What follows belongs to an exercise in optimizing a design on an open flow for small area; a production flow would make more cautious choices.
Function was checked by simulation only, so behaviour that the tests miss may differ from the original.
Power is estimated from default activity; no workload was simulated.

==> inputs of job 8372 <==
==> flow/design.v <==
module flexpipe_top (
    input  logic                   clk,
    input  logic                   rst_n,
    input  logic                   dbg_mode,
    output logic [31:0]            dbg_cycle_count,
    input  logic [63:0]            s_axi_awaddr,
    input  logic                   s_axi_awvalid,
    output logic                   s_axi_awready,
    input  logic [31:0]            s_axi_wdata,
    input  logic [3:0]             s_axi_wstrb,
    input  logic                   s_axi_wvalid,
    output logic                   s_axi_wready,
    output logic [1:0]             s_axi_bresp,
    output logic                   s_axi_bvalid,
    input  logic                   s_axi_bready,
    input  logic                   core_idle,
    input  logic                   core_pipeline_drained,
    input  logic                   flip_ack,
    output logic                   request_flip,
    output logic [196:0]           active_config,
    output logic                   layer_start_pulse,
    input  logic [108:0]           core_mem_req,
    input  logic                   core_mem_req_valid,
    output logic                   core_mem_req_ready,
    output logic [267:0]           core_mem_resp,
    output logic                   core_mem_resp_valid,
    output logic [108:0]           mem_master_req,
    output logic                   mem_master_valid,
    input  logic                   mem_master_ready,
    input  logic [267:0]           mem_master_resp,
    input  logic                   mem_master_resp_valid
);
    logic [31:0] dbg_q;
    always @(posedge clk or negedge rst_n) begin
        if (!rst_n)        dbg_q <= 32'd0;
        else if (dbg_mode) dbg_q <= dbg_q + 32'd1;
    end
    assign dbg_cycle_count = dbg_q;
    logic        axi_w, axi_b;
    logic [1:0]  widx;
    logic        wr;
    assign wr = axi_w & s_axi_wvalid;
    always @(posedge clk or negedge rst_n) begin
        if (!rst_n) begin
            axi_w <= 1'b0;
            axi_b <= 1'b0;
            widx  <= 2'd0;
        end else begin
            axi_w <= axi_w ? ~s_axi_wvalid : (~axi_b & s_axi_awvalid);
            axi_b <= axi_b ? ~s_axi_bready : wr;
            if (wr) widx <= widx + 2'd1;
        end
    end
    assign s_axi_awready = ~(axi_w | axi_b);
    assign s_axi_wready  = axi_w;
    assign s_axi_bvalid  = axi_b;
    assign s_axi_bresp   = 2'b00;
    logic [31:0] sh_cc, sh_cb, sh_pw, sh_ds;
    always @(posedge clk) begin
        if (wr && widx == 2'd0) sh_cc <= s_axi_wdata;
        if (wr && widx == 2'd1) sh_cb <= s_axi_wdata;
        if (wr && widx == 2'd2) sh_pw <= s_axi_wdata;
        if (wr && widx == 2'd3) sh_ds <= s_axi_wdata;
    end
    logic        sh_valid, flip_req, start_pulse, act_valid;
    logic [3:0]  epoch;
    logic [31:0] act_cc, act_cb, act_pw, act_ds;
    logic        no_outstanding_active;
    logic        flip;
    assign flip = flip_req & flip_ack;
    always @(posedge clk or negedge rst_n) begin
        if (!rst_n) begin
            sh_valid    <= 1'b0;
            flip_req    <= 1'b0;
            start_pulse <= 1'b0;
            act_valid   <= 1'b0;
            epoch       <= 4'd0;
            act_cc      <= 32'd0;
            act_cb      <= 32'd0;
            act_pw      <= 32'd0;
            act_ds      <= 32'd0;
        end else begin
            sh_valid    <= ~flip & (sh_valid | (wr & widx == 2'd3));
            flip_req    <= flip_req ? ~flip_ack
                                    : (sh_valid & core_idle & core_pipeline_drained & no_outstanding_active);
            start_pulse <= flip;
            if (flip) begin
                act_valid <= 1'b1;
                epoch     <= epoch + 4'd1;
                act_cc    <= sh_cc;
                act_cb    <= sh_cb;
                act_pw    <= sh_pw;
                act_ds    <= sh_ds;
            end
        end
    end
    assign request_flip      = flip_req;
    assign layer_start_pulse = start_pulse;
    assign active_config     = {act_cc, act_cb, act_pw, act_ds, 64'd0, act_valid, epoch};
    logic [7:0] act_cnt;
    logic       core_dec;
    assign core_dec = mem_master_resp_valid & mem_master_resp[1] & ~mem_master_resp[11]
                    & (act_cnt != 8'd0);
    always @(posedge clk or negedge rst_n) begin
        if (!rst_n)                                         act_cnt <= 8'd0;
        else if (core_dec)                                  act_cnt <= act_cnt - 8'd1;
        else if (core_mem_req_valid && mem_master_ready)    act_cnt <= act_cnt + 8'd1;
    end
    assign no_outstanding_active = (act_cnt == 8'd0);
    logic s_pr, s_pw, s_dr, s_dw, s_done;
    logic idle, pf_valid, pf_grant, pf_resp, ep_ok, id_ok;
    logic ptr_hit, data_last, data_hit, more, abort;
    logic [3:0]  walk_epoch;
    logic [31:0] walk_cnt, walk_max;
    logic [63:0] data_addr;
    assign idle      = ~(s_pr | s_pw | s_dr | s_dw | s_done);
    assign pf_valid  = s_pr | s_dr;
    assign pf_grant  = pf_valid & ~core_mem_req_valid & mem_master_ready;
    assign pf_resp   = mem_master_resp_valid & mem_master_resp[11];
    assign ep_ok     = (mem_master_resp[5:2] == epoch);
    assign id_ok     = (mem_master_resp[10:6] == 5'd0);
    assign ptr_hit   = s_pw & pf_resp & ep_ok & id_ok;
    assign data_last = s_dw & pf_resp & ep_ok & mem_master_resp[1];
    assign data_hit  = data_last & id_ok;
    assign more      = (walk_cnt != walk_max);
    assign abort     = ~idle & start_pulse;
    assign walk_epoch = epoch - {3'd0, start_pulse};
    always @(posedge clk or negedge rst_n) begin
        if (!rst_n) begin
            s_pr   <= 1'b0;
            s_pw   <= 1'b0;
            s_dr   <= 1'b0;
            s_dw   <= 1'b0;
            s_done <= 1'b0;
        end else begin
            s_pr   <= ~abort & ((idle & sh_valid) | (s_pr & ~pf_grant) | (data_hit & more));
            s_pw   <= ~abort & ((s_pr & pf_grant) | (s_pw & ~ptr_hit));
            s_dr   <= ~abort & (ptr_hit | (s_dr & ~pf_grant));
            s_dw   <= ~abort & ((s_dr & pf_grant) | (s_dw & ~data_hit));
            s_done <= ~abort & ((data_hit & ~more) | (s_done & sh_valid));
        end
    end
    always @(posedge clk) begin
        if (idle) begin
            walk_cnt <= 32'd0;
            walk_max <= sh_pw;
        end else if (data_last && more) begin
            walk_cnt <= walk_cnt + 32'd1;
        end
    end
    always @(posedge clk) begin
        data_addr <= ({64{s_pw}} & mem_master_resp[75:12]) | ({64{s_dr}} & data_addr);
    end
    logic         sel_core, sel_pr, sel_dr;
    logic [108:0] core_part, pf_part;
    assign sel_core = core_mem_req_valid;
    assign sel_pr   = ~core_mem_req_valid & s_pr;
    assign sel_dr   = ~core_mem_req_valid & s_dr;
    assign core_part = {109{sel_core}} & {core_mem_req[108:13], 1'b0, core_mem_req[11:0]};
    assign pf_part   = {({64{sel_pr}} & {29'd0, walk_cnt, 3'd0}) | ({64{sel_dr}} & data_addr),
                        26'd0, sel_dr, 1'b0, sel_pr, 3'd0,
                        sel_pr | sel_dr, 5'd0,
                        {4{sel_pr | sel_dr}} & walk_epoch,
                        sel_dr, sel_pr,
                        1'b0};
    assign mem_master_valid   = core_mem_req_valid | pf_valid;
    assign mem_master_req     = core_part | pf_part;
    assign core_mem_req_ready = core_mem_req_valid & mem_master_ready;
    assign core_mem_resp       = mem_master_resp;
    assign core_mem_resp_valid = mem_master_resp_valid & ~mem_master_resp[11];
endmodule
==> flow/flow/run.sh <==
#!/bin/bash
# The standard ORFS layout with these changes:
#  - ABC maps the combinational logic with an area-oriented script
#    (flow/abc_area.script); the rest of the synthesis is the standard flow's own, so the
#    registers, their names and their cells are the standard synthesis's;
#  - the port buffers use the smallest buffer cell;
#  - pins may also sit on met4 on the top and bottom edges, so that the die
#    can be smaller;
#  - one tie cell drives all the constant outputs (no tie fanout repair).
# Each tool's output goes to make_finish.log here and to ORFS's per-step logs
# under orfs/logs/.
set -euo pipefail
here=$(pwd)

sed 's#log_cmd abc {\*}\$abc_args#log_cmd abc -script '"$here"'/flow/abc_area.script {*}[lrange $abc_args 2 end]#' \
    "$FLOW_HOME/scripts/synth.tcl" > synth_area.tcl
grep -q 'flow/abc_area.script' synth_area.tcl
sed 's#source \$::env(SCRIPTS_DIR)/synth.tcl#source '"$here"'/synth_area.tcl#' synth_recipe.tcl > synth_top.tcl
grep -q 'synth_area.tcl' synth_top.tcl
sed 's#SYNTH_SCRIPT=[^ ]*#SYNTH_SCRIPT='"$here"'/synth_top.tcl#' standard.sh > layout.sh
grep -q 'synth_top.tcl' layout.sh

export BUFFER_PORTS_ARGS="-buffer_cell sky130_fd_sc_hd__buf_1"
export IO_PLACER_V="met2 met4"
export SKIP_REPAIR_TIE_FANOUT=1
bash layout.sh > make_finish.log 2>&1
==> flow/flow/abc_area.script <==
strash
dch -f
amap -m -F 2 -A 8
==> flow/standard.sh <==
#!/bin/bash
# synth_recipe.tcl (not shown) runs the flow's synth.tcl, then flattens the netlist and writes it again
# the make line also repeats each setting of config.mk as NAME=value (left out here)
make -C /OpenROAD-flow-scripts/flow DESIGN_CONFIG=/design/flow/config.mk WORK_HOME=/design/flow/orfs CLKGATE_MAP_FILE= SYNTH_SCRIPT=/design/flow/synth_recipe.tcl "${@:-finish}"
==> flow/config.mk <==
export PLATFORM = sky130hd
export DESIGN_NAME = flexpipe_top
export DESIGN_NICKNAME = flexpipe_top
export VERILOG_FILES = /design/flow/design.v
export SDC_FILE = /design/flow/constraint.sdc
export NUM_CORES = 4
export LEC_CHECK = 0
export CAP_MARGIN = 20
export CORE_AREA = 5 5 275 275
export CTS_BUF_LIST = sky130_fd_sc_hd__clkbuf_8
export CTS_CLUSTER_DIAMETER = 50
export CTS_CLUSTER_SIZE = 16
export DIE_AREA = 0 0 280 280
export GPL_ROUTABILITY_DRIVEN = 0
export SLEW_MARGIN = 20
==> flow/constraint.sdc <==
create_clock -name core_clock -period 5.0 [get_ports {clk}]
set_input_delay 1.0000 -clock core_clock [delete_from_list [all_inputs] [get_ports {clk}]]
set_output_delay 1.0000 -clock core_clock [all_outputs]
set_load 0.01 [all_outputs]
==> job 4425: changes against job 8372 <==
--- a/flow/design.v
+++ b/flow/design.v
@@ -153,16 +153,12 @@
     end
-    logic         sel_core, sel_pr, sel_dr;
-    logic [108:0] core_part, pf_part;
-    assign sel_core = core_mem_req_valid;
-    assign sel_pr   = ~core_mem_req_valid & s_pr;
-    assign sel_dr   = ~core_mem_req_valid & s_dr;
-    assign core_part = {109{sel_core}} & {core_mem_req[108:13], 1'b0, core_mem_req[11:0]};
-    assign pf_part   = {({64{sel_pr}} & {29'd0, walk_cnt, 3'd0}) | ({64{sel_dr}} & data_addr),
-                        26'd0, sel_dr, 1'b0, sel_pr, 3'd0,
-                        sel_pr | sel_dr, 5'd0,
-                        {4{sel_pr | sel_dr}} & walk_epoch,
-                        sel_dr, sel_pr,
-                        1'b0};
+    logic [108:0] pf_req;
+    assign pf_req = {({64{s_pr}} & {29'd0, walk_cnt, 3'd0}) | ({64{s_dr}} & data_addr),
+                     26'd0, s_dr, 1'b0, s_pr, 3'd0,
+                     pf_valid, 5'd0,
+                     {4{pf_valid}} & walk_epoch,
+                     s_dr, s_pr,
+                     1'b0};
     assign mem_master_valid   = core_mem_req_valid | pf_valid;
-    assign mem_master_req     = core_part | pf_part;
+    assign mem_master_req     = core_mem_req_valid ? {core_mem_req[108:13], 1'b0, core_mem_req[11:0]}
+                                                   : pf_req;
     assign core_mem_req_ready = core_mem_req_valid & mem_master_ready;
--- a/flow/flow/run.sh
+++ b/flow/flow/run.sh
@@ -6,5 +6,3 @@
 #  - the port buffers use the smallest buffer cell;
-#  - pins may also sit on met4 on the top and bottom edges, so that the die
-#    can be smaller;
-#  - one tie cell drives all the constant outputs (no tie fanout repair).
+
 # Each tool's output goes to make_finish.log here and to ORFS's per-step logs
@@ -23,4 +21,2 @@
 export BUFFER_PORTS_ARGS="-buffer_cell sky130_fd_sc_hd__buf_1"
-export IO_PLACER_V="met2 met4"
-export SKIP_REPAIR_TIE_FANOUT=1
 bash layout.sh > make_finish.log 2>&1
==> flow/flow/abc_area.script (replaced) <==
strash
dc2
dch -f
amap
- CORE_AREA: 5 5 275 275 -> 10 10 410 410
- CTS_BUF_LIST: sky130_fd_sc_hd__clkbuf_8 -> sky130_fd_sc_hd__clkbuf_2 sky130_fd_sc_hd__clkbuf_4 sky130_fd_sc_hd__clkbuf_8
- CTS_CLUSTER_DIAMETER: 50 -> 40
- CTS_CLUSTER_SIZE: 16 -> 12
- DIE_AREA: 0 0 280 280 -> 0 0 420 420
- GPL_ROUTABILITY_DRIVEN: 0 -> default
==> job 3976: changes against job 8372 <==
--- a/flow/flow/run.sh
+++ b/flow/flow/run.sh
@@ -6,5 +6,3 @@
 #  - the port buffers use the smallest buffer cell;
-#  - pins may also sit on met4 on the top and bottom edges, so that the die
-#    can be smaller;
-#  - one tie cell drives all the constant outputs (no tie fanout repair).
+
 # Each tool's output goes to make_finish.log here and to ORFS's per-step logs
==> flow/flow/abc_area.script (replaced) <==
strash
dc2
dch -f
amap
- GPL_ROUTABILITY_DRIVEN: 0 -> default
==> key figures <==
Outcome
  • Status: finished with violations
  • SO Viols: negative setup slack

Finish
  • Fin nets: 2,587

Global route
  • Vias in the first global route: 14,461

Route
  • Vias per cell: 4.83
  • Drt wl/cell: 33.4 um

STA
  • Fin worst setup slack: -0.200 ns
  • # setup viols final: 7

Pwr
  • Sw Share: 36.2%
  • Sequential power: 5.32 mW
-- figures above: job 3976

==> key figures <==
STA
  • Fin worst setup slack: 0.429 ns
  • # setup viols final: 0
  • Fmax achieved: 219 MHz

Route
  • Drt wl/cell: 24.8 um
  • Top Layer Used: met5

Outcome
  • Status: timing/DRC/antenna clean

Pwr
  • Sw Share: 36.4%
  • Sequential power: 5.26 mW

Finish
  • Fin nets: 2,678
-- figures above: job 4425

==> key figures <==
Outcome
  • Status: timing/DRC/antenna clean

Pwr
  • Sw Share: 36.4%
  • Maximum vdd drop: 362 uV
  • P_int: 6.85 mW

Route
  • Drt wl/cell: 32.8 um
  • Vias per cell: 5.01

Finish
  • Clk cell area share: 3.99%
  • Fin nets: 2,420

Placement
  • Hpwl dp: 78,600 um

STA
  • Fin worst setup slack: 1.11 ns
  • # setup viols final: 0

Global route
  • Vias in the first global route: 14,005
-- figures above: job 8372

[afterwards: timing with drivers on the ports]
Ports are ideal in the flow. The routed layouts listed here were re-timed in OpenROAD.
Step 1 (the two cells are an assumption about what drives the block):
set clk [get_ports {clk}]
set_driving_cell -lib_cell sky130_fd_sc_hd__clkbuf_16 $clk
set_driving_cell -lib_cell sky130_fd_sc_hd__buf_2 [delete_from_list [all_inputs] $clk]
Step 2 moves the port delays by t, midway between the first and last clock arrival at a register: inputs arrive t later, outputs are due t later. That takes back most of the time a late clock gives input paths.
Slacks: no drivers / after step 1 / after step 2; pairs: no drivers / after step 1.
| run | t, ns | setup slack, ns | worst setup path at the end | worst data-port slew with drivers (ns) |
|---|---|---|---|---|
| job 8372 | 0.658 | 1.108 / 1.108 / 0.509 | input to register | 0.35 |
| job 4425 | 0.797 | 0.429 / 0.429 / -0.314 | input to register | 0.38 |
| job 3976 | 0.682 | -0.200 / -0.268 / -0.950 | input to register | 0.37 |
Met with ideal ports but missed after step 2: setup timing in job 4425. The setup slack of job 3976, which loses most, moves by -0.068 ns with the drivers and by -0.750 ns with both steps.
